Background: an optimization exercise with open tools, aiming at small area and a short achievable clock period. Do not read the settings as production practice.
In this exercise RTL edits were held to simulation tests only and were not proved equivalent to the original.
Power figures rest on the tool's default switching activity, not on a simulated workload.

==> flow/flow/run.sh <==
#!/bin/bash
# The standard layout (standard synthesis unchanged, same settings), except:
#  - the port buffers are plain buffers (buf_2), which the timing repair can resize,
#    instead of the delay cells buffer_ports picks by default; every port is still buffered;
#  - the timing repair aims at a setup margin of 5.3 ns instead of 5.
set -euo pipefail
bash standard.sh synth > synth.log 2>&1
bash standard.sh SETUP_SLACK_MARGIN=5.3 \
  "BUFFER_PORTS_ARGS=-buffer_cell sky130_fd_sc_hd__buf_2" \
  finish > layout.log 2>&1
==> flow/standard.sh <==
#!/bin/bash
# synth_recipe.tcl (not shown) runs the flow's synth.tcl, then flattens the netlist and writes it again
# the make line also repeats each setting of config.mk as NAME=value (left out here)
make -C /OpenROAD-flow-scripts/flow DESIGN_CONFIG=/design/flow/config.mk WORK_HOME=/design/flow/orfs CLKGATE_MAP_FILE= SYNTH_SCRIPT=/design/flow/synth_recipe.tcl "${@:-finish}"
==> flow/config.mk <==
export PLATFORM = sky130hd
export DESIGN_NAME = Processor_Main_Module
export DESIGN_NICKNAME = Processor_Main_Module
export VERILOG_FILES = /design/flow/design.v
export SDC_FILE = /design/flow/constraint.sdc
export NUM_CORES = 4
export LEC_CHECK = 0
export CAP_MARGIN = 20
export CORE_MARGIN = 2
export CORE_UTILIZATION = 55
export CTS_CLUSTER_DIAMETER = 70
export CTS_CLUSTER_SIZE = 22
export SETUP_SLACK_MARGIN = 5
export SLEW_MARGIN = 20
export SYNTH_HIERARCHICAL = 1
==> flow/constraint.sdc <==
create_clock -name core_clock -period 12.5 [get_ports {clk}]
set_input_delay 2.5000 -clock core_clock [delete_from_list [all_inputs] [get_ports {clk}]]
set_output_delay 2.5000 -clock core_clock [all_outputs]
set_load 0.01 [all_outputs]
==> flow/design.v <==
module ALU_8bit(input [7:0] A, input [7:0] B, input [7:0] lg, input [7:0] cy, input [4:0] op, input [7:0] data_in,
                input [7:0] ans_ex, input tZ, input tC,
                output [7:0] res, output reg [3:0] T, output isAr, output sub, output isLZ,
                output Zoth, output isLs, output isRs, output Co);
assign sub = op[0];
wire [7:0] sum = lg ^ cy;
wire       big = |B[7:3];
wire [7:0] ans_ls = big ? 8'd0 : (A << B[2:0]);
wire       fill = (op == 5'd27) & A[7];
wire [7:0] rv = big ? 8'd0 : A;
wire [7:0] rs1 = B[0] ? {fill, rv[7:1]} : rv;
wire [7:0] rs2 = B[1] ? {{2{fill}}, rs1[7:2]} : rs1;
wire [7:0] rsx = B[2] ? {{4{fill}}, rs2[7:4]} : rs2;
always @(*) begin
  case (op)
    5'd0, 5'd8:   T = 4'b0110;    
    5'd1, 5'd9:   T = 4'b1001;    
    5'd4, 5'd12:  T = 4'b1000;    
    5'd5, 5'd13:  T = 4'b1110;    
    5'd6, 5'd14:  T = 4'b0110;    
    5'd7, 5'd15:  T = 4'b0101;    
    5'd2, 5'd10:  T = 4'b1010;    
    default:      T = 4'b1100;    
  endcase
end
assign isAr = (op[4] == 1'b0) & (op[2:1] == 2'b00);                  
wire isLg = ((op[4] == 1'b0) & ((op[2] == 1'b1) | (op[2:0] == 3'd2)))  
          | (op[4:1] == 4'b1010);                                    
wire isIn = (op == 5'd22);
assign isLs = (op == 5'd25);
assign isRs = (op == 5'd26) | (op == 5'd27);
wire isHd = ~(isAr | isLg | isIn | isLs | isRs);
assign res = ({8{isAr}} & sum[7:0]) | ({8{isLg}} & lg) | ({8{isIn}} & data_in)
           | ({8{isLs}} & ans_ls) | ({8{isRs}} & rsx) | ({8{isHd}} & ans_ex);
assign isLZ = (op[4] == 1'b0) & (op[2:0] != 3'd3);
wire isKeep = ((op[4] == 1'b0) & (op[2:0] == 3'd3)) | (op == 5'd18) | (op == 5'd19) | (op == 5'd20)
            | (op == 5'd21) | (op == 5'd23) | (op == 5'd24) | (op[4:2] == 3'b111);
assign Zoth = (isIn & ~|data_in) | (isKeep & tZ);
assign Co = isKeep & tC;
endmodule
module jc_mux2(input a0, a1, s, output x);
  assign x = s ? a1 : a0;
endmodule
module jc_mux4(input a0, a1, a2, a3, s0, s1, output x);
  assign x = s1 ? (s0 ? a3 : a2) : (s0 ? a1 : a0);
endmodule
module jc_xor2(input a, b, output x);
  assign x = a ^ b;
endmodule
module jc_xnor2(input a, b, output y);
  assign y = ~(a ^ b);
endmodule
module jc_and2(input a, b, output x);
  assign x = a & b;
endmodule
module jc_or2(input a, b, output x);
  assign x = a | b;
endmodule
module jc_o31a(input a1, a2, a3, b1, output x);
  assign x = (a1 | a2 | a3) & b1;
endmodule
module jc_a21o(input a1, a2, b1, output x);
  assign x = (a1 & a2) | b1;
endmodule
module jc_nand4(input a, b, c, d, output y);
  assign y = ~(a & b & c & d);
endmodule
module jc_nor2(input a, b, output y);
  assign y = ~(a | b);
endmodule
module jc_nand2(input a, b, output y);
  assign y = ~(a & b);
endmodule
module jc_aoi21(input a1, a2, b1, output y);
  assign y = ~((a1 & a2) | b1);
endmodule
module jc_oai21(input a1, a2, b1, output y);
  assign y = ~((a1 | a2) & b1);
endmodule
module jc_o31ai(input a1, a2, a3, b1, output y);
  assign y = ~((a1 | a2 | a3) & b1);
endmodule
module jc_inv(input a, output y);
  assign y = ~a;
endmodule
module jc_nor3(input a, b, c, output y);
  assign y = ~(a | b | c);
endmodule
module jc_nand3(input a, b, c, output y);
  assign y = ~(a & b & c);
endmodule
module jc_nor4(input a, b, c, d, output y);
  assign y = ~(a | b | c | d);
endmodule
module jc_mux2i(input a0, a1, s, output y);
  assign y = ~(s ? a1 : a0);
endmodule
module Jump_Control_Block(
  input  [7:0] X,           
  input  [7:0] Ar, Br,      
  input        aX, bX,      
  input  [3:0] nT,          
  input        isAr,        
  input        sub,         
  input        nisLZ,       
  input        nisAr,       
  input        nsub,
  input        Zoth,        
  input        isShNB,      
  input        isSar,       
  input        nisLs,       
  input        nisRs,       
  input        nCo,         
  input  [7:0] aZ1, aZ0,    
  input  [7:0] aC1, aC0,    
  output [7:0] A, B, lg, ca,
  output [7:0] cy,          
  output       Zf, Cf);
  genvar i;
  wire [7:0] z, k, bn, ng, np;
  generate
    for (i = 0; i < 8; i = i + 1) begin : bs
      jc_mux2 ma(.a0(Ar[i]), .a1(X[i]), .s(aX), .x(A[i]));
      jc_mux2 mb(.a0(Br[i]), .a1(X[i]), .s(bX), .x(B[i]));
      wire u0, u1, lgn;
      jc_mux2i l0(.a0(nT[0]), .a1(nT[2]), .s(A[i]), .y(u0));    
      jc_mux2i l1(.a0(nT[1]), .a1(nT[3]), .s(A[i]), .y(u1));    
      jc_mux2i l2(.a0(u0), .a1(u1), .s(B[i]), .y(lgn));
      jc_inv   li(.a(lgn), .y(lg[i]));
      if (i == 0) begin : k0
        jc_and2 kk(.a(isAr), .b(sub), .x(k[0]));
      end else begin : kn
        jc_o31a kk(.a1(sub), .a2(A[i-1]), .a3(B[i-1]), .b1(isAr), .x(k[i]));
      end
      jc_xor2  zz(.a(lgn), .b(k[i]), .x(z[i]));                 
      jc_xor2 bi(.a(B[i]), .b(sub), .x(bn[i]));
      jc_nand2 gg(.a(A[i]), .b(bn[i]), .y(ng[i]));
      jc_nor2  pp(.a(A[i]), .b(bn[i]), .y(np[i]));
    end
  endgenerate
  wire zl0, zl1;
  jc_nand4 n0(.a(z[0]), .b(z[1]), .c(z[2]), .d(z[3]), .y(zl0));
  jc_nand4 n1(.a(z[4]), .b(z[5]), .c(z[6]), .d(z[7]), .y(zl1));
  wire [7:0] M, zls, zrs;
  assign M[7] = 1'b1;
  jc_nor3  m0(.a(B[0]), .b(B[1]), .c(B[2]), .y(M[0]));
  jc_nor2  m1(.a(B[1]), .b(B[2]), .y(M[1]));
  jc_aoi21 m2(.a1(B[1]), .a2(B[0]), .b1(B[2]), .y(M[2]));
  jc_inv   m3(.a(B[2]), .y(M[3]));
  jc_oai21 m4(.a1(B[1]), .a2(B[0]), .b1(B[2]), .y(M[4]));
  jc_nand2 m5(.a(B[2]), .b(B[1]), .y(M[5]));
  jc_nand3 m6(.a(B[2]), .b(B[1]), .c(B[0]), .y(M[6]));
  generate
    for (i = 0; i < 8; i = i + 1) begin : sh
      if (i == 0) begin : l0
        jc_inv   zl(.a(A[0]), .y(zls[0]));
      end else begin : ln
        jc_nand2 zl(.a(A[i]), .b(M[7-i]), .y(zls[i]));
      end
      if (i == 7) begin : r7
        jc_inv   zr(.a(A[7]), .y(zrs[7]));
      end else begin : rn
        jc_nand2 zr(.a(A[i]), .b(M[i]), .y(zrs[i]));
      end
    end
  endgenerate
  wire sl0, sl1, sr0, sr1, Zls, Zrs, nZo;
  jc_nand4 s0(.a(zls[0]), .b(zls[1]), .c(zls[2]), .d(zls[3]), .y(sl0));
  jc_nand4 s1(.a(zls[4]), .b(zls[5]), .c(zls[6]), .d(zls[7]), .y(sl1));
  jc_nand4 s2(.a(zrs[0]), .b(zrs[1]), .c(zrs[2]), .d(zrs[3]), .y(sr0));
  jc_nand4 s3(.a(zrs[4]), .b(zrs[5]), .c(zrs[6]), .d(zrs[7]), .y(sr1));
  jc_nor3  s4(.a(sl0), .b(sl1), .c(nisLs), .y(Zls));
  jc_nor3  s5(.a(sr0), .b(sr1), .c(nisRs), .y(Zrs));
  wire nb0, nb1, nM0, t7, nbc, Zbig;
  jc_nor3  b0(.a(B[3]), .b(B[4]), .c(B[5]), .y(nb0));
  jc_nor2  b1(.a(B[6]), .b(B[7]), .y(nb1));
  jc_inv   b2(.a(M[0]), .y(nM0));
  jc_nand2 b3(.a(A[7]), .b(nM0), .y(t7));
  jc_aoi21 b4(.a1(isSar), .a2(t7), .b1(isShNB), .y(nbc));
  jc_aoi21 b5(.a1(nb0), .a2(nb1), .b1(nbc), .y(Zbig));
  jc_nor4  s6(.a(Zls), .b(Zrs), .c(Zoth), .d(Zbig), .y(nZo));
  wire [1:0] Zq, Cq;
  genvar q;
  generate
    for (q = 0; q < 2; q = q + 1) begin : zq
      jc_o31ai zf(.a1(zl0), .a2(zl1), .a3(nisLZ), .b1(nZo), .y(Zq[q]));
    end
  endgenerate
  assign Zf = Zq[0];
  wire G10, G32, G54, G76, P10, P32, P54, P76;
  jc_oai21 c10(.a1(np[1]), .a2(ng[0]), .b1(ng[1]), .y(G10));
  jc_oai21 c32(.a1(np[3]), .a2(ng[2]), .b1(ng[3]), .y(G32));
  jc_oai21 c54(.a1(np[5]), .a2(ng[4]), .b1(ng[5]), .y(G54));
  jc_oai21 c76(.a1(np[7]), .a2(ng[6]), .b1(ng[7]), .y(G76));
  jc_nor2  q10(.a(np[1]), .b(np[0]), .y(P10));
  jc_nor2  q32(.a(np[3]), .b(np[2]), .y(P32));
  jc_nor2  q54(.a(np[5]), .b(np[4]), .y(P54));
  jc_nor2  q76(.a(np[7]), .b(np[6]), .y(P76));
  wire nG30, nG74, nP30, nP74;
  jc_aoi21 c30(.a1(P32), .a2(G10), .b1(G32), .y(nG30));
  jc_aoi21 c74(.a1(P76), .a2(G54), .b1(G76), .y(nG74));
  jc_nand2 q30(.a(P32), .b(P10), .y(nP30));
  jc_nand2 q74(.a(P76), .b(P54), .y(nP74));
  wire c1n, c2n, c3n, c4, c5n, c6, c7n, c4n, c6n;
  assign cy[0] = sub;
  jc_oai21 y1(.a1(np[0]), .a2(nsub), .b1(ng[0]), .y(cy[1]));           
  jc_aoi21 y2(.a1(P10), .a2(sub), .b1(G10), .y(c2n));
  jc_inv   y2i(.a(c2n), .y(cy[2]));
  jc_oai21 y3(.a1(np[2]), .a2(c2n), .b1(ng[2]), .y(cy[3]));            
  jc_oai21 y4(.a1(nP30), .a2(nsub), .b1(nG30), .y(c4));                
  assign cy[4] = c4;
  jc_inv   y4i(.a(c4), .y(c4n));
  jc_oai21 y5(.a1(np[4]), .a2(c4n), .b1(ng[4]), .y(cy[5]));            
  jc_aoi21 y6(.a1(P54), .a2(c4), .b1(G54), .y(c6n));
  jc_inv   y6i(.a(c6n), .y(cy[6]));
  jc_oai21 y7(.a1(np[6]), .a2(c6n), .b1(ng[6]), .y(cy[7]));            
  wire G70, P70, nco;
  jc_oai21 c70(.a1(nP74), .a2(nG30), .b1(nG74), .y(G70));
  jc_nor2  q70(.a(nP74), .b(nP30), .y(P70));
  jc_aoi21 cin(.a1(P70), .a2(sub), .b1(G70), .y(nco));
  generate
    for (q = 0; q < 2; q = q + 1) begin : cq
      jc_oai21 cf(.a1(nco), .a2(nisAr), .b1(nCo), .y(Cq[q]));
    end
  endgenerate
  assign Cf = Cq[0];
  genvar j;
  generate
    for (j = 0; j < 8; j = j + 1) begin : out
      wire yz, yc;
      jc_mux2i mz(.a0(aZ0[j]), .a1(aZ1[j]), .s(Zq[j/4]), .y(yz));
      jc_mux2i mcc(.a0(aC0[j]), .a1(aC1[j]), .s(Cq[j/4]), .y(yc));
      jc_nand2 mo(.a(yz), .b(yc), .y(ca[j]));
    end
  endgenerate
endmodule
module pc_inc(input [7:0] a, output [7:0] y);
  assign y = a + 8'd1;
endmodule
module rb_aoi222(input a1, a2, b1, b2, c1, c2, output y);
  assign y = ~((a1 & a2) | (b1 & b2) | (c1 & c2));
endmodule
module rb_aoi22(input a1, a2, b1, b2, output y);
  assign y = ~((a1 & a2) | (b1 & b2));
endmodule
module rb_nand4(input a, b, c, d, output y);
  assign y = ~(a & b & c & d);
endmodule
module rb_nand3(input a, b, c, output y);
  assign y = ~(a & b & c);
endmodule
module rb_or3(input a, b, c, output y);
  assign y = a | b | c;
endmodule
module rb_rd_bit(input [31:0] q, input [31:0] s, output y);
  wire [10:0] n;
  wire [2:0]  g;
  genvar j;
  generate
    for (j = 0; j < 10; j = j + 1) begin : g3
      rb_aoi222 u(.a1(q[3*j]), .a2(s[3*j]), .b1(q[3*j+1]), .b2(s[3*j+1]), .c1(q[3*j+2]), .c2(s[3*j+2]), .y(n[j]));
    end
  endgenerate
  rb_aoi22 u10(.a1(q[30]), .a2(s[30]), .b1(q[31]), .b2(s[31]), .y(n[10]));
  rb_nand4 v0(.a(n[0]), .b(n[1]), .c(n[2]), .d(n[3]), .y(g[0]));
  rb_nand4 v1(.a(n[4]), .b(n[5]), .c(n[6]), .d(n[7]), .y(g[1]));
  rb_nand3 v2(.a(n[8]), .b(n[9]), .c(n[10]), .y(g[2]));
  rb_or3   w0(.a(g[0]), .b(g[1]), .c(g[2]), .y(y));
endmodule
module Reg_Bank(input [255:0] q, input [31:0] s, output [7:0] y);
  genvar b, k;
  generate
    for (b = 0; b < 8; b = b + 1) begin : bits
      wire [31:0] col;
      for (k = 0; k < 32; k = k + 1) begin : c
        assign col[k] = q[8*k + b];
      end
      rb_rd_bit u(.q(col), .s(s), .y(y[b]));
    end
  endgenerate
endmodule
`timescale 1ns / 1ps
module Processor_Main_Module(data_in,clk,reset,data_out,ins,A,B,current_address,ans_ex,mux_ans_dm,ans_wb,interrupt,
imem_data,dmem_rdata,dmem_en,dmem_we,dmem_wdata);
input  [7:0]  data_in;
input         clk;
input         interrupt;
input         reset;
output reg [7:0] data_out;
input  [19:0] imem_data;
input  [7:0]  dmem_rdata;
output reg    dmem_en;
output reg    dmem_we;
output reg [7:0] dmem_wdata;
output [19:0] ins;
output [7:0]  A;
output [7:0]  B;
output [7:0]  current_address;
output reg [7:0] ans_ex;
output [7:0]  mux_ans_dm;
output reg [7:0] ans_wb;
wire r = reset;
reg        init, spm, s_q1, s_q2, s_q3, sm0;
reg [19:0] it;           
reg [7:0]  ah;           
reg [7:0]  ca2;          
assign ins = spm ? it : imem_data;
wire [4:0] opi = ins[19:15];
wire J3    = &opi[4:2];                  
wire RET   = (opi == 5'd16);
wire JMP   = (opi == 5'd24);
wire ld_s  = init & (opi == 5'd20) & ~s_q1;
wire jmp_s = init & J3 & ~s_q3;
wire hlt_s = init & (opi == 5'd17);
wire stall = ld_s | jmp_s | hlt_s;
wire Zf, Cf;                             
wire [7:0] jl   = RET ? ca2 : (sm0 ? 8'hF0 : ins[7:0]);
wire [7:0] ah1;
pc_inc inc(.a(ah), .y(ah1));             
wire [7:0] seqa = stall ? ah : ah1;
wire early = sm0 | RET | JMP;
wire [7:0] caJ = {8{init}} & jl;
wire [7:0] caS = {8{init}} & (early ? jl : seqa);
wire       fsel = opi[1];
wire [7:0] caF0 = (J3 &  opi[0]) ? caJ : caS;
wire [7:0] caF1 = (J3 & ~opi[0]) ? caJ : caS;
wire [7:0] aZ1 = {8{ fsel}} & caF1, aZ0 = {8{ fsel}} & caF0;
wire [7:0] aC1 = {8{~fsel}} & caF1, aC0 = {8{~fsel}} & caF0;
always @(posedge clk) begin
  init <= r;
  ah   <= current_address;
  it   <= ins;
  spm  <= r & stall;
  s_q1 <= r & ld_s;
  s_q2 <= r & jmp_s;
  s_q3 <= r & s_q2;
  sm0  <= r & interrupt;
  ca2  <= r ? (interrupt ? current_address : ca2) : 8'd0;
end
reg [4:0] op_dec;
reg       d_q1, d_q2, d_q3;
reg [4:0] R2, R3, R4;                    
reg [7:0] reg_A, reg_B;
reg       sA_ex, sA_rg, sA_wb, aX;       
reg       sB_ex, sB_rg, sB_wb, bX;
reg       mms_dm;
wire      mms_ex = dmem_en & ~dmem_we;    
wire knor1 = ~(JMP | J3 | d_q1);
wire [4:0] srcA = ins[9:5] & {5{knor1}};
wire [4:0] srcB = ins[4:0] & {5{knor1}};
wire immN = ~ins[19] & ins[18];
wire c1 = (R2 == srcA), c2 = (R3 == srcA), c3 = (R4 == srcA);
wire c4 = (R2 == srcB), c5 = (R3 == srcB), c6 = (R4 == srcB);
reg [7:0] RF [0:31];
integer i;
wire [7:0]  wd0 = mux_ans_dm & {8{r}};
wire [7:0]  wd1 = mux_ans_dm | {8{~r}};
wire [31:0] we  = (32'd1 << R4) | {32{~r}};
wire [31:0] dA = 32'd1 << ins[9:5];
wire [31:0] dB = 32'd1 << ins[4:0];
wire [255:0] RFq;
genvar gk;
generate
  for (gk = 0; gk < 32; gk = gk + 1) begin : rfq
    assign RFq[8*gk +: 8] = RF[gk];
  end
endgenerate
wire [7:0] rdA, rdB;
Reg_Bank rpA(.q(RFq), .s(dA), .y(rdA));
Reg_Bank rpB(.q(RFq), .s(dB), .y(rdB));
always @(posedge clk) begin
  op_dec <= r ? opi : 5'd0;
  d_q1   <= r & (opi == 5'd20) & ~d_q1;
  d_q2   <= r & ins[15] & ~d_q2;
  d_q3   <= r & (opi[4:1] == 4'b1010) & ~d_q2;
  R2     <= r ? (ins[14:10] & {5{knor1}}) : 5'd0;
  R3     <= r ? R2 : 5'd0;
  R4     <= r ? R3 : 5'd0;
  sA_ex  <= ~r | c1;
  sA_rg  <= r & ~c1 & c2 & ~mms_ex;
  aX     <= r & ~c1 & c2 & mms_ex;
  sA_wb  <= r & ~c1 & ~c2 & c3;
  sB_ex  <= ~r | (~immN & c4);
  sB_rg  <= r & ~immN & ~c4 & c5 & ~mms_ex;
  bX     <= r & ~immN & ~c4 & c5 & mms_ex;
  sB_wb  <= r & ~immN & ~c4 & ~c5 & c6;
  reg_A  <= rdA;
  reg_B  <= immN ? {3'b000, ins[4:0]} : rdB;
  for (i = 0; i < 32; i = i + 1)
    if (we[i]) RF[i] <= {wd0[7:5], (i[4] ? wd1[4] : wd0[4]), (i[3] ? wd1[3] : wd0[3]),
                         (i[2] ? wd1[2] : wd0[2]), (i[1] ? wd1[1] : wd0[1]), (i[0] ? wd1[0] : wd0[0])};
end
reg [7:0] ans_reg;
reg       tZ, tC;
wire [7:0] A_r = sA_ex ? ans_ex : (sA_rg ? ans_reg : (sA_wb ? ans_wb : reg_A));
wire [7:0] B_r = sB_ex ? ans_ex : (sB_rg ? ans_reg : (sB_wb ? ans_wb : reg_B));
wire [7:0] res, lg, cy;
wire [3:0] T;
wire       isAr, sub, isLZ, Zoth, isLs, isRs, Co;
ALU_8bit alu(.A(A), .B(B), .lg(lg), .cy(cy), .op(op_dec), .data_in(data_in), .ans_ex(ans_ex), .tZ(tZ), .tC(tC),
             .res(res), .T(T), .isAr(isAr), .sub(sub), .isLZ(isLZ), .Zoth(Zoth), .isLs(isLs), .isRs(isRs), .Co(Co));
Jump_Control_Block jc(.X(dmem_rdata), .Ar(A_r), .Br(B_r), .aX(aX), .bX(bX), .nT(~T), .isAr(isAr), .sub(sub),
             .nisLZ(~isLZ), .nisAr(~isAr), .nsub(~sub), .Zoth(Zoth), .isShNB(isLs | (isRs & ~op_dec[0])), .isSar(isRs & op_dec[0]), .nisLs(~isLs), .nisRs(~isRs), .nCo(~Co), .aZ1(aZ1), .aZ0(aZ0), .aC1(aC1), .aC0(aC0),
             .A(A), .B(B), .lg(lg), .cy(cy), .ca(current_address), .Zf(Zf), .Cf(Cf));
wire [4:0] op = op_dec;
always @(posedge clk) begin
  ans_ex     <= r ? res : 8'd0;
  dmem_wdata <= r ? B : 8'd0;
  data_out   <= r ? ((op == 5'd23) ? A : data_out) : 8'd0;
  dmem_en    <= r & d_q3;
  dmem_we    <= r & d_q2;
  tZ         <= Zf;
  tC         <= Cf;
end
assign mux_ans_dm = mms_dm ? dmem_rdata : ans_reg;
always @(posedge clk) begin
  ans_reg <= r ? ans_ex : 8'd0;
  mms_dm  <= r & mms_ex;
  ans_wb  <= r ? mux_ans_dm : 8'd0;
end
endmodule
==> flow_metrics.tcl, run 1 <==
set metrics [dict create \
    wl_um 64970 \
    synth_area_per_cell_um2 11.44 \
    dp_hpwl_um 45780 \
    detail_route.first_pass.iterations 14 \
    ys_types 85 \
    critPathRequiredTime_ns 10.00 \
    cpPeakStageDelay_ns 0.30 \
    ys_ff_latch 390 \
    cp_max_fo 5 \
    synth-main-ff-cell "edfxtp_1" \
    status "timing/DRC/antenna clean" \
    postRouteAntennaNets 0 \
    design.die.area_um2 36550 \
    die_w_um 191.2 \
    maxSlewViolCount 0 \
    critPathKind "in -> out" \
    cpMostUsedCell "buf_2" \
    fin_nets 1903 \
    drive_gt1_frac 0.2029 \
    syn_inst 1685 \
    fp.coreArea_um2 34540 \
    path_buf_inv 5 \
    slowest_stage "o31a_1" \
    post-place-cells 2238 \
    syn_nets 1729 \
    post_drt_wl_per_cell_um 27.83 \
    grt_usage 0.3496 \
    cts_buffers 29 \
    setup_tns_ns 0 \
    antenna_found_initial 1 \
    fin_util 0.6396 \
    critical_path.top_delay_family "buffers and inverters" \
    area_delta_synth_final_pct 14.66 \
    cts_root_buffer "clkbuf_16" \
    final_common_cell "edfxtp_1" \
    initial_core_util 0.5578 \
    skew_ns 0.03837 \
    clk_pin_slew_ns 0.09 \
    largest_reg_flops 256 \
    gp_congestion 1.007 \
    htree_levels 1 \
    setup_violations 0 \
    grt-ovfl-total 0 \
    critPathLaunch "dmem_rdata[3]" \
    syn-cell-area_um2 19270 \
    end_kind "output pin" \
    hold_violations 0 \
    arrival_ns 4.76 \
    ctsLongestPathBuffers 3 \
    finalNonFillerCells 2334 \
    worstHoldStart "d_q2" \
    seq_area_frac_synth 0.5382 \
    fin_area_um2 22090 \
    yosysWarningCount 9 \
    worst_setup_path_start_kind "input port" \
    r2r-start "spm" \
    drt_iter0_drc 2444 \
    num_rows 68 \
    period_share 0.5808 \
    reg.largest.list "RF x256, it x20" \
    synth_edf_count 256 \
    slew_headroom 0.2105 \
    grt_max_degree 83 \
    rsz0062_at_grt "yes" \
    cts_sinks 390 \
    mostFrequentLayoutCells "256 x edfxtp_1, 162 x a222oi_1, 155 x nor2_1" \
    period_needed_ns 7.260 \
    drv_cap 0 \
    fmax_mhz 137.8 \
    viasPerCell 7.037 \
    die_h_um 191.2 \
    irDropWorstVdd_uv 143.3 \
    dpl_cell_area_um2 20440 \
    cts_tree "done" \
    worstMarginPinSlew_ns 1.175 \
    dr_total_vias 16420 \
    grt_pass1_vias 15410 \
    async_flop_share 0 \
    num_io_pins 125 \
    power_density_nw_per_um2 150.3 \
    largest-register "RF" \
    hold_class "reg -> reg" \
    grt_pass1_wl_um 95520 \
    leakagePower_nw 8.353 \
    path_cells "buf_2, mux2_4, buf_4, o31a_1, xor2_1, nand4_1, buf_6, o31ai_4, buf_12, mux2i_1, nand2_1, buf_2" \
    port_buffers 124 \
    drc_errors 0 \
    insertion_delay_ns 0.62 \
]
## modules after synthesis (local to each module, per instance), excerpt
module              area, um^2  flops+latches
ALU_8bit                  1210              0
pc_inc                   116.4              0
Jump_Control_Block       15.01              0
jc_mux2                  15.01              0
jc_nor4                  12.51              0
rb_aoi22                 12.51              0
jc_mux2i                 10.01              0
rb_aoi222                10.01              0
jc_aoi21                 8.758              0
jc_xor2                  8.758              0
jc_o31a                  8.758              0
jc_nand4                 6.256              0
rb_or3                   6.256              0
rb_nand3                 5.005              0
jc_oai21                 5.005              0
jc_nor2                  3.754              0
## area by class of cell
type                            instances  area [um^2]
Inverter                               63        237.7
Clock buffer                           30        729.5
Antenna cell                            1        2.502
Tap cell                              455        569.3
Fill cell                            2845        12450
Multi-Input combinational cell       1172         8650
Sequential cell                       390        10370
Clock inverter                         20        249.0
Timing Repair Buffer                  203         1284
## routing by layer
metal	global-route usage	up-vias	wire length, um	share of wire
met3	0.05453	205	6623	0.10
met2	0.5592	1123	30130	0.46
met4	0.1820	0	3951	0.061
met5	0	-	0	0
li1	-	7136	-	-
met1	0.4617	7960	24270	0.37
## worst reg2reg max path, cell delays in order, from the launching register on
cell and delay (ns):
dfxtp_2 0.32, buf_4 0.50, mux2i_2 0.77, clkinv_2 0.47, nand3_1 0.31, nor2_1 0.19
a222oi_1 0.49, nand4_1 0.42, or3_1 0.52, and2_1 0.16
## cell families (layout without fill, tap and decap cells)
kind of cell | count (synthesis) | in the layout | share of synthesized area
AOI/OAI and AO/OA | 442 | 442 | 0.1849
xor gates and xnor gates | 38 | 38 | 0.01727
adders and majority gates | 5 | 5 | 0.003247
buffers and inverters | 126 | 316 | 0.02786
DFF | 390 | 390 | 0.5382
muxes | 148 | 151 | 0.08909
other | 0 | 1 | 0
and+or+nand+nor | 536 | 536 | 0.1394
## cell usage after synthesis (10+ instances only)
library cell / n / area (um^2)
mux2_4: 16 / 240.2
and3_1: 12 / 75.07
nor2_1: 159 / 596.8
xnor2_1: 12 / 105.1
o21ai_1: 13 / 65.06
mux2i_1: 110 / 1101
a222oi_1: 162 / 1622
and2_1: 52 / 325.3
or3_1: 26 / 162.7
inv_1: 54 / 202.7
o22ai_1: 35 / 219.0
nor3_1: 29 / 145.1
nand3_1: 41 / 205.2
xor2_1: 26 / 227.7
nand4_1: 43 / 269.0
o21ai_0: 70 / 350.3
edfxtp_1: 256 / 7687
nand2_1: 112 / 420.4
mux2_2: 10 / 112.6
dfxtp_1: 134 / 2683
buf_2: 18 / 90.09
clkbuf_1: 35 / 131.4
a21oi_1: 43 / 215.2
a22oi_2: 16 / 200.2
## report_power, final
group,internal (mW),leakage (nW),switching (mW)
registers,1.50,3.71,0.0819
logic,0.299,4.18,0.471
clock network,0.457,0.465,0.513
## what timing repair did
item	CTS	global route
pin swaps	7	14
setup buffers	13	29
resized for setup	23	28
cloned	2	1
endpoints found under the setup margin	8	8
hold buffers	0	0
## worst paths after layout
check	end	slack, ns	depth (start not counted)
worst min-delay path	d_q3	0.43	1
worst max register to register	reg_B[6]	8.26	9
worst max-delay path	current_address[2]	5.24	12
worst min register to register	d_q3	0.43	1
## metrics by stage
stage	power [mW]	setup slack, ns	hold slack [ns]
finish	3.320	5.240	0.4329
floorplan	2.033	5.711	0.4044
CTS	3.260	5.320	0.4343
global route	3.445	5.217	0.4620
global placement	2.259	4.765	0.4174
detailed placement	2.272	4.744	0.4203
==> run 2: changes to the inputs <==
==> flow/flow/run.sh (replaced) <==
#!/bin/bash
# The standard layout (standard synthesis unchanged, same settings), except:
#  - the port buffers are plain buffers (buf_1), which the timing repair can resize,
#    instead of the delay cells buffer_ports picks by default; every port is still buffered;
#  - the timing repair aims at a setup margin of 5.3 ns instead of 5.
set -euo pipefail
bash standard.sh synth > synth.log 2>&1
bash standard.sh SETUP_SLACK_MARGIN=5.3 \
  "BUFFER_PORTS_ARGS=-buffer_cell sky130_fd_sc_hd__buf_1" \
  finish > layout.log 2>&1
--- a/flow/config.mk
+++ b/flow/config.mk
@@ -8,8 +8,8 @@
 export CAP_MARGIN = 20
 export CORE_MARGIN = 2
 export CORE_UTILIZATION = 55
-export CTS_CLUSTER_DIAMETER = 70
-export CTS_CLUSTER_SIZE = 22
+export CTS_CLUSTER_DIAMETER = 80
+export CTS_CLUSTER_SIZE = 26
 export SETUP_SLACK_MARGIN = 5
 export SLEW_MARGIN = 20
 export SYNTH_HIERARCHICAL = 1
==> run 2 against run 1 <==
  * Maximum frequency is 1.1% higher
  * Clock power is 22% lower
  * Non-clock buffer count is 4 lower
  * Area after synthesis stayed put
  * Sequential power hardly changed
  * Sequential share of layout area is 1.2 points higher
  * Via count is 1.8% lower
  * Power is 7.5% lower
  * Cell count is 0.94% lower
  * Critical path depth stayed put
  * Still clean
  * Die area stayed put
==> flow_metrics.tcl, run 2 <==
set metrics [dict create \
    drive_gt1_frac 0.1298 \
    ys_ff_latch 390 \
    cpPeakStageDelay_ns 0.36 \
    worst_setup_path_start_kind "input port" \
    hold_buffers 0 \
    mostFrequentLayoutCells "256 x edfxtp_1, 162 x a222oi_1, 156 x nor2_1" \
    area_delta_synth_final_pct 11.84 \
    yosysWarningCount 9 \
    r2r_end "reg_B[2]" \
    path_cells "buf_1, mux2_4, mux2i_1, mux2i_1, xor2_1, nand4_1, buf_4, o31ai_4, buf_12, mux2i_2, nand2_1, buf_2" \
    min_to "dmem_en" \
    cp_max_fo 16 \
    diodes 0 \
    cts_sinks 390 \
    fmax_mhz 139.2 \
    fillers 2788 \
    fin_nets 1891 \
    worstHoldStart "d_q3" \
    skew_ns 0.02765 \
    final_common_cell "edfxtp_1" \
    clk_pin_slew_ns 0.10 \
    die_w_um 191.2 \
    die_h_um 191.2 \
    seq_area_frac_synth 0.5382 \
    power_density_nw_per_um2 142.5 \
    leakagePower_nw 7.771 \
    hold_violations 0 \
    hold_class "reg -> reg" \
    postRouteAntennaNets 0 \
    synth_area_leaders "edfxtp_1 40%, dfxtp_1 14%, a222oi_1 8.4%" \
    cts_buffers 21 \
    cpMostUsedCell "mux2i_1" \
    drc_errors 0 \
    syn-cell-area_um2 19270 \
    syn_nets 1729 \
    synth.most_common_cell "edfxtp_1" \
    antenna_found_initial 0 \
    wl_um 64060 \
    dr_total_vias 16130 \
    synth-main-ff-cell "edfxtp_1" \
    holdPathStages 1 \
    end_kind "output pin" \
    largest-register "RF" \
    grt_pass1_vias 15220 \
    fin_area_um2 21550 \
    initial_core_util 0.5578 \
    critPathRequiredTime_ns 10.00 \
    synth_area_per_cell_um2 11.44 \
    fin_util 0.6238 \
    yosysTopAreaCell "edfxtp_1" \
    worst_r2r_path_depth 10 \
    cts_root_buffer "clkbuf_16" \
    htree_levels 1 \
    insertion_delay_ns 0.56 \
    finalPower_mw 3.072 \
    yosys-top-cells-count "256 x edfxtp_1, 162 x a222oi_1, 159 x nor2_1" \
    post_drt_wl_per_cell_um 27.71 \
    setup_violations 0 \
    port_buffers 124 \
    slew_headroom 0.2044 \
    slowest_stage "mux2_4" \
    rsz0062_at_grt "yes" \
    r2r-start "spm" \
    irDropWorstVdd_uv 122.6 \
    syn_inst 1685 \
    post-place-cells 2240 \
    grt_usage 0.3445 \
    worstMarginPinSlew_ns 1.184 \
    cts_tree "done" \
    grt_pass1_wl_um 94140 \
    period_share 0.5746 \
    status "timing/DRC/antenna clean" \
    grt-ovfl-total 0 \
    drv_cap 0 \
    viasPerCell 6.977 \
    dp_hpwl_um 44650 \
    maxSlewViolCount 0 \
    critPathKind "in -> out" \
    largest_reg_flops 256 \
    fp.coreArea_um2 34540 \
    arrival_ns 4.68 \
    rrSetupSlack_ns 8.07 \
    ctsLongestPathBuffers 3 \
    async_flop_share 0 \
    period_needed_ns 7.182 \
    reg.largest.list "RF x256, it x20" \
    synth_edf_count 256 \
    grt_max_degree 94 \
    num_rows 68 \
    design.die.area_um2 36550 \
    ys_types 85 \
    detail_route.first_pass.iterations 13 \
    drt_iter0_drc 2238 \
    dpl_cell_area_um2 20310 \
    synth_top_area_share 0.3990 \
    gp_congestion 0.9972 \
    setup_tns_ns 0 \
    num_io_pins 125 \
    finalNonFillerCells 2312 \
]
run 2: cell counts after synthesis:
No cell type changed its count.
run 2: per-stage QoR:
stage / setup WS, ns / hold slack (ns)
4_1_cts: 5.303 / 0.4441
3_3_place_gp: 4.961 / 0.4145
5_1_grt: 5.221 / 0.4588
6_report: 5.318 / 0.4401
3_5_place_dp: 4.935 / 0.4216
2_1_floorplan: 5.711 / 0.4044
run 2: cell type report:
cell class / instances / area [um^2] / share of cell area
Clock buffer: 22 / 529.3 / 0.02456
Sequential cell: 390 / 10370 / 0.4813
Inverter: 63 / 240.2 / 0.01115
Multi-Input combinational cell: 1172 / 8635 / 0.4007
Tap cell: 455 / 569.3 / 0.02642
Clock inverter: 11 / 112.6 / 0.005226
Timing Repair Buffer: 199 / 1091 / 0.05063
run 2: cell families (layout without fill, tap and decap cells):
group | after synthesis | after routing | share of synthesized area
AND/OR/NAND/NOR | 536 | 536 | 0.1394
AO/OA/AOI/OAI | 442 | 442 | 0.1849
buffers and inverters | 126 | 295 | 0.02786
XOR/XNOR | 38 | 38 | 0.01727
flip-flops | 390 | 390 | 0.5382
multiplexers | 148 | 151 | 0.08909
adder cells (fa/ha/maj) | 5 | 5 | 0.003247
run 2: critical path: cells and delay by family:
family                 cells  cell delay [ns]
AO/OA/AOI/OAI              1             0.25
XOR/XNOR                   1             0.17
buffers and inverters      4             0.58
AND/OR/NAND/NOR            2             0.20
multiplexers               4             0.96
run 2: how the worst max path moves through the flow:
| stage | endpoint | cells after the start | from |
|---|---|---|---|
| 5_1_grt | current_address[5] | 14 | dmem_rdata[0] |
| 4_1_cts | current_address[0] | 11 | imem_data[19] |
| 2_1_floorplan | current_address[0] | 8 | dmem_rdata[7] |
| 6_report | current_address[5] | 12 | dmem_rdata[7] |
| 3_3_place_gp | current_address[3] | 11 | imem_data[19] |
| 3_5_place_dp | current_address[3] | 11 | imem_data[19] |
run 2: Yosys stat by module, one instance, submodules excluded, a selection:
module,cells inside,copies in the design,flip-flops and latches
jc_xor2,1,16,0
jc_o31ai,1,2,0
rb_nand4,1,32,0
jc_nand3,1,1,0
rb_or3,1,16,0
jc_nand2,1,34,0
jc_and2,1,1,0
rb_aoi22,1,16,0
rb_aoi222,1,160,0
jc_nor2,1,15,0
jc_nor3,1,4,0
jc_aoi21,1,8,0
jc_mux2i,1,40,0
jc_oai21,1,13,0
pc_inc,16,1,0
run 2: power breakdown:
group	total, mW	switching [mW]	leakage (nW)	internal (mW)
logic	0.736	0.457	3.75	0.279
registers	1.58	0.0839	3.71	1.50
clock network	0.754	0.432	0.314	0.322
total	3.07	0.973	7.77	2.10
run 2: what timing repair did:
action,4_1_cts,5_1_grt
resized for setup,21,41
endpoints found under the setup margin,8,8
setup buffers,21,15
gates cloned,3,0
pin swaps,6,10
run 2: per-layer routing:
layer,vias up,GRT usage,part of all wire
met5,-,0,0
met4,0,0.1751,0.057
li1,7105,-,-
met1,7862,0.4431,0.38
met3,165,0.05140,0.093
met2,998,0.5686,0.47
==> run 3: changes to the inputs <==
--- a/flow/config.mk
+++ b/flow/config.mk
@@ -8,8 +8,8 @@
 export CAP_MARGIN = 20
 export CORE_MARGIN = 2
 export CORE_UTILIZATION = 55
-export CTS_CLUSTER_DIAMETER = 80
-export CTS_CLUSTER_SIZE = 26
+export CTS_CLUSTER_DIAMETER = 90
+export CTS_CLUSTER_SIZE = 30
 export SETUP_SLACK_MARGIN = 5
 export SLEW_MARGIN = 20
 export SYNTH_HIERARCHICAL = 1
==> run 3 against run 2 <==
  * Still clean on timing, DRC and antenna
  * Global-route usage is essentially flat
  * Sequential share of layout area rose by 0.18 points
  * Flip-flop and latch count is the same
  * Cell count about the same
  * Sequential power is essentially flat
  * Clock power fell by 6.0%
  * Hold slack better by 0.0035 ns
  * Worst setup slack lost 0.0030 ns
  * Area after synthesis is the same
  * Non-clock buffer count fell by 1
  * First-iteration DRC count is 10% higher
  * Largest cell class unchanged
==> flow_metrics.tcl, run 3 <==
set metrics [dict create \
    post_drt_wl_per_cell_um 27.69 \
    arrival_ns 4.69 \
    num_io_pins 125 \
    num_rows 68 \
    syn-cell-area_um2 19270 \
    yosysWarningCount 9 \
    period_share 0.5748 \
    largest-register "RF" \
    yosys-top-cells-count "256 x edfxtp_1, 162 x a222oi_1, 159 x nor2_1" \
    insertion_delay_ns 0.56 \
    drt_iter0_drc 2466 \
    maxSlewViolCount 0 \
    detail_route.first_pass.iterations 12 \
    final_common_cell "edfxtp_1" \
    grt-ovfl-total 0 \
    synth_area_per_cell_um2 11.44 \
    status "timing/DRC/antenna clean" \
    design.die.area_um2 36550 \
    end_kind "output pin" \
    syn_nets 1729 \
    syn_inst 1685 \
    synth_top_family_by_area "compound AO/OA/AOI/OAI gates" \
    slew_headroom 0.1570 \
    synth_mux_area_frac 0.08909 \
    cp_max_fo 15 \
    hold_violations 0 \
    mostFrequentLayoutCells "256 x edfxtp_1, 162 x a222oi_1, 156 x nor2_1" \
    reg.largest.list "RF x256, it x20" \
    synth-main-ff-cell "edfxtp_1" \
    worst_setup_path_start_kind "input port" \
    clk_pin_slew_ns 0.11 \
    fin_nets 1887 \
    fmax_mhz 139.2 \
    dr_total_vias 16070 \
    cts_tree "done" \
    fillers 2798 \
    dpl_cell_area_um2 20310 \
    postRouteAntennaNets 0 \
    worstMarginPinSlew_ns 1.255 \
    die_h_um 191.2 \
    synth_top_area_share 0.3990 \
    htree_levels 1 \
    antenna_found_initial 0 \
    drive_gt1_frac 0.1261 \
    cts_buffers 18 \
    synth-compound-area-share 0.1849 \
    grt_pass1_vias 15120 \
    setup_tns_ns 0 \
    setup_violations 0 \
    grt_max_degree 94 \
    leakagePower_nw 7.722 \
    irDropWorstVdd_uv 150.4 \
    drc_errors 0 \
    ys_ff_latch 390 \
    finalNonFillerCells 2310 \
    skew_ns 0.04003 \
    port_buffers 124 \
    async_flop_share 0 \
    cts_root_buffer "clkbuf_16" \
    rsz0062_at_grt "yes" \
    ys_types 85 \
    ctsLongestPathBuffers 3 \
    wl_um 63970 \
    drv_cap 0 \
    critPathKind "in -> out" \
    area_delta_synth_final_pct 11.42 \
    synth_area_leaders "edfxtp_1 40%, dfxtp_1 14%, a222oi_1 8.4%" \
    fin_area_um2 21470 \
    fin_util 0.6215 \
    synth_simple_gate_area_frac 0.1394 \
    hold_ws_ns 0.4436 \
    synth-adder-area-share 0.003247 \
    diodes 0 \
    finalPower_mw 3.028 \
    synth.most_common_cell "edfxtp_1" \
    die_w_um 191.2 \
    dp_hpwl_um 44650 \
    cts_sinks 390 \
    synth_edf_count 256 \
    critPathRequiredTime_ns 10.00 \
    dpl_worst_slack_ns 4.935 \
    power_density_nw_per_um2 141.0 \
    post-place-cells 2240 \
    largest_reg_flops 256 \
    grt_usage 0.3444 \
    hold_class "reg -> reg" \
    grt_pass1_wl_um 93900 \
    yosysTopAreaCell "edfxtp_1" \
    synth_xor_area_frac 0.01727 \
    period_needed_ns 7.185 \
    initial_core_util 0.5578 \
    viasPerCell 6.958 \
    seq_area_frac_synth 0.5382 \
    layout_setup_ws_ns 5.315 \
    fp.coreArea_um2 34540 \
    gp_congestion 0.9972 \
]
-- run 3: cell counts after synthesis --
Identical to the previous run, type by type.
-- run 3: logic make-up after synthesis --
kind of cell,after synthesis
XOR/XNOR,38
adder cells (fa/ha/maj),5
flip-flops,390
AO/OA/AOI/OAI,442
multiplexers,148
AND/OR/NAND/NOR,536
buffers and inverters,126
-- run 3: routing by layer --
layer,track usage,vias up,routed length [um]
met5,0,-,0
met4,0.1707,0,3582
met3,0.05434,167,5869
met2,0.5677,963,30330
met1,0.4434,7835,24190
li1,-,7107,-
-- run 3: per-module statistics from Yosys, one instance, submodules excluded, a selection --
module	area (um^2)	flops+latches
jc_o31ai	12.51	0
Jump_Control_Block	15.01	0
jc_mux2i	10.01	0
jc_nor2	3.754	0
jc_xor2	8.758	0
jc_nand4	6.256	0
rb_or3	6.256	0
jc_oai21	5.005	0
rb_nand4	6.256	0
jc_o31a	8.758	0
Processor_Main_Module	14400	390
jc_nor3	10.01	0
rb_nand3	5.005	0
jc_nand3	5.005	0
jc_and2	6.256	0
-- run 3: critical path, cell delays in order --
cell and delay, ns:
buf_1 0.11, mux2_4 0.36, mux2i_1 0.14, mux2i_1 0.25
xor2_1 0.17, nand4_1 0.10, buf_4 0.17, o31ai_4 0.25
buf_12 0.16, mux2i_1 0.19, nand2_1 0.12, buf_1 0.15
-- run 3: repair_timing --
action,4_1_cts,5_1_grt
hold buffers,0,0
setup endpoints to repair,8,8
gates resized for setup,20,43
buffers inserted,22,13
pin swaps,6,10
cloned,3,0
-- run 3: layout make-up --
type / count / area [um^2] / area share
Multi-Input combinational cell: 1172 / 8635 / 0.4022
Sequential cell: 390 / 10370 / 0.4832
Clock inverter: 8 / 91.34 / 0.004255
Tap cell: 455 / 569.3 / 0.02652
Clock buffer: 24 / 473.0 / 0.02203
Timing Repair Buffer: 198 / 1087 / 0.05065
Inverter: 63 / 240.2 / 0.01119
-- run 3: final timing paths --
check / from / to / slack, ns / cells past startpoint
hold / removal: d_q3 / dmem_en / 0.44 / 1
setup reg to reg: spm / reg_B[2] / 8.05 / 10
setup / recovery: dmem_rdata[6] / current_address[1] / 5.31 / 12
hold reg to reg: d_q3 / dmem_en / 0.44 / 1
-- run 3: where the power goes --
| part | internal (mW) | leakage (nW) | switching, mW |
|---|---|---|---|
| Combinational | 0.279 | 3.74 | 0.458 |
| Clock | 0.285 | 0.270 | 0.424 |
| Sequential | 1.50 | 3.71 | 0.0839 |
==> run 4: changes to the inputs <==
==> flow/config.mk (replaced) <==
export PLATFORM = sky130hd
export DESIGN_NAME = Processor_Main_Module
export DESIGN_NICKNAME = Processor_Main_Module
export VERILOG_FILES = /design/flow/design.v
export SDC_FILE = /design/flow/constraint.sdc
export NUM_CORES = 4
export LEC_CHECK = 0
export CAP_MARGIN = 10
export CORE_MARGIN = 2
export CORE_UTILIZATION = 55
export CTS_CLUSTER_DIAMETER = 80
export CTS_CLUSTER_SIZE = 26
export SETUP_SLACK_MARGIN = 5
export SLEW_MARGIN = 10
export SYNTH_HIERARCHICAL = 1
==> run 4 against run 3 <==
  * Synthesized cell count unchanged
  * Largest cell class unchanged
  * Die area did not move
  * Clock-buffer cell count grew 4
  * Routed wire length rose by 1.7%
  * Area after synthesis stayed put
  * Critical endpoint is now current_address[5]
  * Largest power group unchanged
  * Critical path depth fell by 1
  * Maximum frequency about the same
  * Non-clock buffer count rose by 19
  * Hold slack lost 0.0013 ns
  * Cell count rose by 1.1%
  * Design area grew 1.5%
==> flow_metrics.tcl, run 4 <==
set metrics [dict create \
    fp.coreArea_um2 34540 \
    synth_edf_count 256 \
    leakagePower_nw 7.901 \
    synth-main-ff-cell "edfxtp_1" \
    cp_max_fo 4 \
    setup_violations 0 \
    post_drt_wl_per_cell_um 27.86 \
    cts_tree "done" \
    area_delta_synth_final_pct 13.09 \
    r2r-start "spm" \
    grt_pass1_wl_um 95050 \
    clk_pin_slew_ns 0.10 \
    critPathKind "in -> out" \
    gp_congestion 0.9972 \
    end_kind "output pin" \
    synth_area_leaders "edfxtp_1 40%, dfxtp_1 14%, a222oi_1 8.4%" \
    drt_iter0_drc 2555 \
    synth_top_area_share 0.3990 \
    num_io_pins 125 \
    r2r_end "reg_A[5]" \
    cts_buffers 21 \
    die_h_um 191.2 \
    rsz0062_at_grt "yes" \
    yosys-top-cells-count "256 x edfxtp_1, 162 x a222oi_1, 159 x nor2_1" \
    grt_max_degree 94 \
    rrSetupSlack_ns 8.10 \
    reg.largest.list "RF x256, it x20" \
    final_common_cell "edfxtp_1" \
    seq_area_frac_synth 0.5382 \
    antenna_found_initial 0 \
    largest_reg_flops 256 \
    mostFrequentLayoutCells "256 x edfxtp_1, 162 x a222oi_1, 155 x nor2_1" \
    worst_setup_path_start_kind "input port" \
    grt_pass1_vias 15210 \
    slew_headroom 0.1350 \
    dr_total_vias 16250 \
    period_needed_ns 7.190 \
    finalPower_mw 3.152 \
    syn_inst 1685 \
    hold_violations 0 \
    worstMarginPinSlew_ns 1.288 \
    worst_r2r_path_depth 8 \
    drc_errors 0 \
    initial_core_util 0.5578 \
    slowest_stage "mux2_4" \
    setup_tns_ns 0 \
    dp_hpwl_um 44680 \
    diodes 0 \
    syn_nets 1729 \
    path_cells "buf_2, mux2_4, mux2i_1, mux2i_1, xor2_1, nand4_1, o31ai_4, buf_12, mux2i_2, nand2_1, clkbuf_2" \
    design.die.area_um2 36550 \
    ys_ff_latch 390 \
    cts_sinks 390 \
    port_buffers 124 \
    postRouteAntennaNets 0 \
    fillers 2792 \
    hold_class "reg -> reg" \
    min_to "dmem_en" \
    synth_area_per_cell_um2 11.44 \
    insertion_delay_ns 0.57 \
    yosysTopAreaCell "edfxtp_1" \
    largest-register "RF" \
    drv_cap 0 \
    fmax_mhz 139.1 \
    fin_nets 1909 \
    cpPeakStageDelay_ns 0.29 \
    num_rows 68 \
    drive_gt1_frac 0.1383 \
    viasPerCell 6.958 \
    irDropWorstVdd_uv 137.5 \
    synth.most_common_cell "edfxtp_1" \
    skew_ns 0.02394 \
    cpMostUsedCell "mux2i_1" \
    async_flop_share 0 \
    power_density_nw_per_um2 144.7 \
    status "timing/DRC/antenna clean" \
    maxSlewViolCount 0 \
    cts_root_buffer "clkbuf_16" \
    period_share 0.5752 \
    htree_levels 1 \
    wl_um 65050 \
    ys_types 85 \
    arrival_ns 4.69 \
    syn-cell-area_um2 19270 \
    ctsLongestPathBuffers 3 \
    worstHoldStart "d_q3" \
    critPathRequiredTime_ns 10.00 \
    grt_usage 0.3481 \
    yosysWarningCount 9 \
    grt-ovfl-total 0 \
    holdPathStages 1 \
    detail_route.first_pass.iterations 15 \
    die_w_um 191.2 \
]
-- run 4: report_power, final --
part           leakage, nW  total [mW]  switching, mW  internal, mW
sequential            3.71        1.58         0.0842          1.50
combinational         3.86       0.775          0.471         0.303
clock                0.334       0.795          0.441         0.355
total                 7.90        3.15          0.996          2.16
-- run 4: cell families after synthesis --
| group | after synthesis | synth area share |
|---|---|---|
| simple gates | 536 | 0.1394 |
| fa+ha+maj | 5 | 0.003247 |
| buf+inv | 126 | 0.02786 |
| compound gates | 442 | 0.1849 |
| mux | 148 | 0.08909 |
| xor+xnor | 38 | 0.01727 |
| flops | 390 | 0.5382 |
-- run 4: layout make-up --
cell class              count  area (um^2)  area share
multi-input cells        1172         8632      0.3961
flip-flops and latches    390        10370      0.4760
clock buffers              28        561.8     0.02578
inverters                  63        240.2     0.01102
clock inverters            10        132.6    0.006086
repair buffers            217         1282     0.05885
well taps                 455        569.3     0.02613
-- run 4: how the worst max path moves through the flow --
stage | start | depth (start not counted) | to
floorplan | dmem_rdata[7] | 8 | current_address[0]
global placement | imem_data[19] | 11 | current_address[3]
detailed placement | dmem_rdata[0] | 12 | current_address[5]
CTS | imem_data[18] | 12 | current_address[1]
global route | dmem_rdata[3] | 11 | current_address[7]
finish | dmem_rdata[3] | 11 | current_address[5]
-- run 4: layer usage --
metal | up-vias | GRT usage | wire [um]
li1 | 7153 | - | -
met4 | 0 | 0.1737 | 3884
met2 | 1035 | 0.5695 | 30420
met3 | 165 | 0.05581 | 6274
met5 | - | 0 | 0
met1 | 7895 | 0.4508 | 24470
-- run 4: modules after synthesis, one instance, submodules excluded, excerpt --
| module | copies in the design | area, um^2 | flip-flops and latches |
|---|---|---|---|
| Processor_Main_Module | 1 | 14400 | 390 |
| pc_inc | 1 | 116.4 | 0 |
| Jump_Control_Block | 1 | 15.01 | 0 |
| jc_mux2 | 16 | 15.01 | 0 |
| rb_aoi22 | 16 | 12.51 | 0 |
| jc_o31ai | 2 | 12.51 | 0 |
| jc_nor3 | 4 | 10.01 | 0 |
| jc_mux2i | 40 | 10.01 | 0 |
| jc_aoi21 | 8 | 8.758 | 0 |
| jc_xor2 | 16 | 8.758 | 0 |
| rb_or3 | 16 | 6.256 | 0 |
| jc_and2 | 1 | 6.256 | 0 |
| jc_nand4 | 6 | 6.256 | 0 |
| jc_nand3 | 1 | 5.005 | 0 |
| jc_oai21 | 13 | 5.005 | 0 |
| jc_nor2 | 15 | 3.754 | 0 |
-- run 4: metrics by stage --
step | instance area (um^2) | worst slack, ns | cells | utilization | hold WS, ns
floorplan | 19270 | 5.711 | 1685 | - | 0.4044
global placement | 20310 | 4.961 | 2240 | 0.5879 | 0.4145
detailed placement | 20310 | 4.972 | 2240 | 0.5879 | 0.4211
CTS | 21420 | 5.322 | 2306 | 0.6201 | 0.4441
global route | 21790 | 5.218 | 2335 | 0.6308 | 0.4593
finish | 21790 | 5.310 | 2335 | 0.6308 | 0.4424
-- run 4: repair_timing --
action | in CTS | in global routing
pin swaps | 7 | 15
setup endpoints to repair | 8 | 8
hold buffers | 0 | 0
buffers inserted | 25 | 27
cloned | 3 | 1
gates resized for setup | 31 | 39
-- run 4: worst max-delay path, delay by kind of cell --
family / cells / cell delay [ns]
mux: 4 / 0.88
buf+inv: 3 / 0.44
simple gates: 2 / 0.36
compound gates: 1 / 0.28
xor+xnor: 1 / 0.23
==> run 5: changes to the inputs <==
==> flow/flow/run.sh (replaced) <==
#!/bin/bash
# The standard layout (standard synthesis unchanged, same settings), except:
#  - the port buffers are plain buffers (buf_1), which the timing repair can resize,
#    instead of the delay cells buffer_ports picks by default; every port is still buffered;
#  - the timing repair aims at a setup margin of 5.4 ns instead of 5.
set -euo pipefail
bash standard.sh synth > synth.log 2>&1
bash standard.sh SETUP_SLACK_MARGIN=5.4 \
  "BUFFER_PORTS_ARGS=-buffer_cell sky130_fd_sc_hd__buf_1" \
  finish > layout.log 2>&1
--- a/flow/config.mk
+++ b/flow/config.mk
@@ -5,11 +5,11 @@
 export SDC_FILE = /design/flow/constraint.sdc
 export NUM_CORES = 4
 export LEC_CHECK = 0
-export CAP_MARGIN = 10
+export CAP_MARGIN = 20
 export CORE_MARGIN = 2
 export CORE_UTILIZATION = 55
 export CTS_CLUSTER_DIAMETER = 80
 export CTS_CLUSTER_SIZE = 26
 export SETUP_SLACK_MARGIN = 5
-export SLEW_MARGIN = 10
+export SLEW_MARGIN = 20
 export SYNTH_HIERARCHICAL = 1
==> run 5 against run 4 <==
  * Sequential power hardly changed
  * Combinational power grew 5.5%
  * Flip-flop and latch count stayed put
  * Cell count grew 1.3%
  * Design area increased by 1.4%
  * Power grew 0.16%
  * Routed wire length grew 0.24%
  * First-iteration DRC count down 11%
  * Die area is the same
  * Sequential share of layout area decreased by 0.64 points
  * Highest routed layer unchanged
==> flow_metrics.tcl, run 5 <==
set metrics [dict create \
    status "timing/DRC/antenna clean" \
    reg.largest.list "RF x256, it x20" \
    yosysWarningCount 9 \
    power.switching_mw 0.9982 \
    die_w_um 191.2 \
    async_flop_share 0 \
    r2r_end "ca2[0]" \
    busiest_layer "met2" \
    end_kind "flip-flop" \
    globalRouteMet1Util 0.4487 \
    period_share 0.5778 \
    ctsLongestPathBuffers 3 \
    irDropWorstVdd_uv 122.2 \
    dp_hpwl_um 44650 \
    worstHoldStart "d_q3" \
    diodes 0 \
    drc_errors 0 \
    worst_r2r_path_depth 43 \
    fin_nets 1945 \
    worst_setup_path_start_kind "input port" \
    worstMarginPinSlew_ns 1.229 \
    fillers 2729 \
    multi_input_area_um2 8660 \
    num_rows 68 \
    dr_total_vias 16400 \
    synth_edf_count 256 \
    cts_root_buffer "clkbuf_16" \
    regArea_um2 10370 \
    fmax_mhz 138.5 \
    mostFrequentLayoutCells "256 x edfxtp_1, 162 x a222oi_1, 153 x nor2_1" \
    cts_sinks 390 \
    period_needed_ns 7.222 \
    fp.coreArea_um2 34540 \
    final_common_cell "edfxtp_1" \
    rsz0062_at_grt "yes" \
    maxSlewViolCount 0 \
    grt_usage 0.3498 \
    grt_pass1_vias 15510 \
    synth-main-ff-cell "edfxtp_1" \
    gp_congestion 0.9972 \
    seqPwrFrac 0.501 \
    clk_pin_slew_ns 0.10 \
    grtUsageMet2 0.5734 \
    num_io_pins 125 \
    drive_gt1_frac 0.1586 \
    antenna_found_initial 0 \
    largest-register "RF" \
    switching_share 0.3162 \
    design.die.area_um2 36550 \
    drt_iter0_drc 2262 \
    cpMostUsedCell "buf_4" \
    yosysTopAreaCell "edfxtp_1" \
    r2r-start "op_dec[0]" \
    post_drt_wl_per_cell_um 27.56 \
    slowest_stage "or3b_4" \
    insertion_delay_ns 0.56 \
    synth_area_leaders "edfxtp_1 40%, dfxtp_1 14%, a222oi_1 8.4%" \
    hold_violations 0 \
    detail_route.first_pass.iterations 14 \
    syn-cell-area_um2 19270 \
    arrival_ns 7.65 \
    hold_class "reg -> reg" \
    cp_max_fo 9 \
    setup_violations 0 \
    leakagePower_nw 8.104 \
    grt_max_degree 94 \
    htree_levels 1 \
    slew_headroom 0.1745 \
    synth_top_area_share 0.3990 \
    cts_buffers 21 \
    grt-ovfl-total 0 \
    power_frac_comb 0.259 \
    rrSetupSlack_ns 5.74 \
    p_int_mw 2.159 \
    critPathRequiredTime_ns 12.93 \
    min_to "dmem_en" \
    syn_nets 1729 \
    seq_area_frac_synth 0.5382 \
    syn_inst 1685 \
    cpPeakStageDelay_ns 0.44 \
    finalPower_mw 3.157 \
    gr-usage-met3 0.05251 \
    power.share.clock 0.240 \
    largest_reg_flops 256 \
    area_delta_synth_final_pct 14.64 \
    initial_core_util 0.5578 \
    setup_tns_ns 0 \
    synth_area_per_cell_um2 11.44 \
    skew_ns 0.02802 \
    wl_um 65200 \
    yosys-top-cells-count "256 x edfxtp_1, 162 x a222oi_1, 159 x nor2_1" \
    ys_ff_latch 390 \
    holdPathStages 1 \
    drv_cap 0 \
    synth.most_common_cell "edfxtp_1" \
    postRouteAntennaNets 0 \
    viasPerCell 6.930 \
    ys_types 85 \
    critPathKind "in -> reg" \
    port_buffers 124 \
    die_h_um 191.2 \
    cts_tree "done" \
    grt_pass1_wl_um 95650 \
    power_density_nw_per_um2 142.9 \
]
[run 5: cell counts after synthesis]
No cell type changed its count.
[run 5: worst max-delay path: cells and delay by family]
kind	cells	cell delay [ns]
buf+inv	27	3.34
simple gates	4	0.82
mux	3	0.52
compound gates	3	0.45
[run 5: kinds of logic (layout without fill, tap and decap cells)]
group / count (synthesis) / count (layout) / synth area share
fa+ha+maj: 5 / 5 / 0.003247
simple gates: 536 / 536 / 0.1394
flops: 390 / 390 / 0.5382
xor+xnor: 38 / 38 / 0.01727
mux: 148 / 151 / 0.08909
compound gates: 442 / 442 / 0.1849
buf+inv: 126 / 349 / 0.02786
[run 5: how the worst max path moves through the flow]
stage / endpoint / cells past startpoint / slack (ns) / startpoint
3_3_place_gp: current_address[3] / 11 / 4.96 / imem_data[19]
6_report: ca2[0] / 37 / 5.28 / imem_data[16]
5_1_grt: ca2[0] / 37 / 5.12 / imem_data[17]
3_5_place_dp: current_address[3] / 11 / 4.93 / imem_data[19]
2_1_floorplan: current_address[0] / 8 / 5.71 / dmem_rdata[7]
4_1_cts: current_address[3] / 12 / 5.40 / imem_data[18]
[run 5: routing by layer]
metal	vias to the layer above	wire, um
li1	7209	-
met1	7955	24620
met2	1026	30580
met3	206	5789
met4	0	4223
met5	-	0
[run 5: power groups by stage]
| stage | logic (mW) | clock network (mW) | registers, mW |
|---|---|---|---|
| after CTS | 0.753 | 0.770 | 1.58 |
| after floorplan | 0.453 | 0 | 1.58 |
| after global placement | 0.639 | 0 | 1.60 |
| after detailed placement | 0.648 | 0 | 1.61 |
| after global routing | 0.872 | 0.808 | 1.60 |
| final | 0.818 | 0.756 | 1.58 |
[run 5: area by class of cell]
cell class | instances | share of cell area
Sequential cell | 390 | 0.4696
Clock buffer | 22 | 0.02396
Tap cell | 455 | 0.02577
Clock inverter | 11 | 0.005098
Multi-Input combinational cell | 1172 | 0.3920
Timing Repair Buffer | 253 | 0.07267
Inverter | 63 | 0.01088
[run 5: modules after synthesis, one instance, submodules excluded, a selection]
module,flops+latches,times used
ALU_8bit,0,1
jc_nor3,0,4
jc_mux2,0,16
jc_nand2,0,34
jc_and2,0,1
jc_nor4,0,1
rb_aoi22,0,16
Jump_Control_Block,0,1
jc_nor2,0,15
jc_xor2,0,16
jc_nand3,0,1
rb_or3,0,16
[run 5: stage by stage]
stage | util | hold slack (ns) | cell area [um^2] | cells | setup WS (ns)
after floorplan | - | 0.4044 | 19270 | 1685 | 5.711
after global placement | 0.5879 | 0.4145 | 20310 | 2240 | 4.961
after detailed placement | 0.5880 | 0.4216 | 20310 | 2240 | 4.935
after CTS | 0.6290 | 0.4441 | 21730 | 2339 | 5.402
after global routing | 0.6395 | 0.4586 | 22090 | 2366 | 5.116
final | 0.6395 | 0.4406 | 22090 | 2366 | 5.278
[run 5: timing repair]
| item | 4_1_cts | 5_1_grt |
|---|---|---|
| hold buffers | 0 | 0 |
| pin swaps | 18 | 19 |
| gates resized for setup | 47 | 38 |
| buffers inserted | 62 | 27 |
| endpoints found under the hold margin | 0 | 0 |
| cloned | 4 | 0 |
| endpoints found under the setup margin | 8 | 10 |

[what the ideal ports hide]
The results above use ideal ports. As a check the final layouts listed here were re-extracted and re-timed, cells and wires unchanged.
Step 1 (the two cells are an assumption about what drives the block):
set clk [get_ports {clk}]
set_driving_cell -lib_cell sky130_fd_sc_hd__clkbuf_16 $clk
set_driving_cell -lib_cell sky130_fd_sc_hd__buf_2 [delete_from_list [all_inputs] $clk]
Step 2 adds t to the input delays and takes it off the output delays; t is the mean of the earliest and latest rising clock arrival at the registers after step 1. Input paths then give back, and output paths get back, about the clock's delay inside the block.
Three values: no drivers, after step 1, after step 2; two values: the first two.
run	t (ns)	setup slack, ns	worst setup path at the end	slew at the worst register clock pin (ns)	worst slew at a driven data input, ns
run 1	0.654	5.240 / 5.219 / 5.219	input to output	0.09 / 0.09	0.06
run 2	0.602	5.318 / 5.276 / 5.276	input to output	0.10 / 0.10	0.07
run 3	0.596	5.315 / 5.292 / 5.292	input to output	0.12 / 0.12	0.07
run 4	0.613	5.310 / 5.285 / 5.285	input to output	0.10 / 0.10	0.08
run 5	0.601	5.278 / 5.215 / 4.691	input to register	0.10 / 0.10	0.10
After both steps setup and hold are still met in every run listed. For run 5, which loses most, drivers alone change the setup slack by -0.063 ns; drivers and shift together by -0.587 ns.
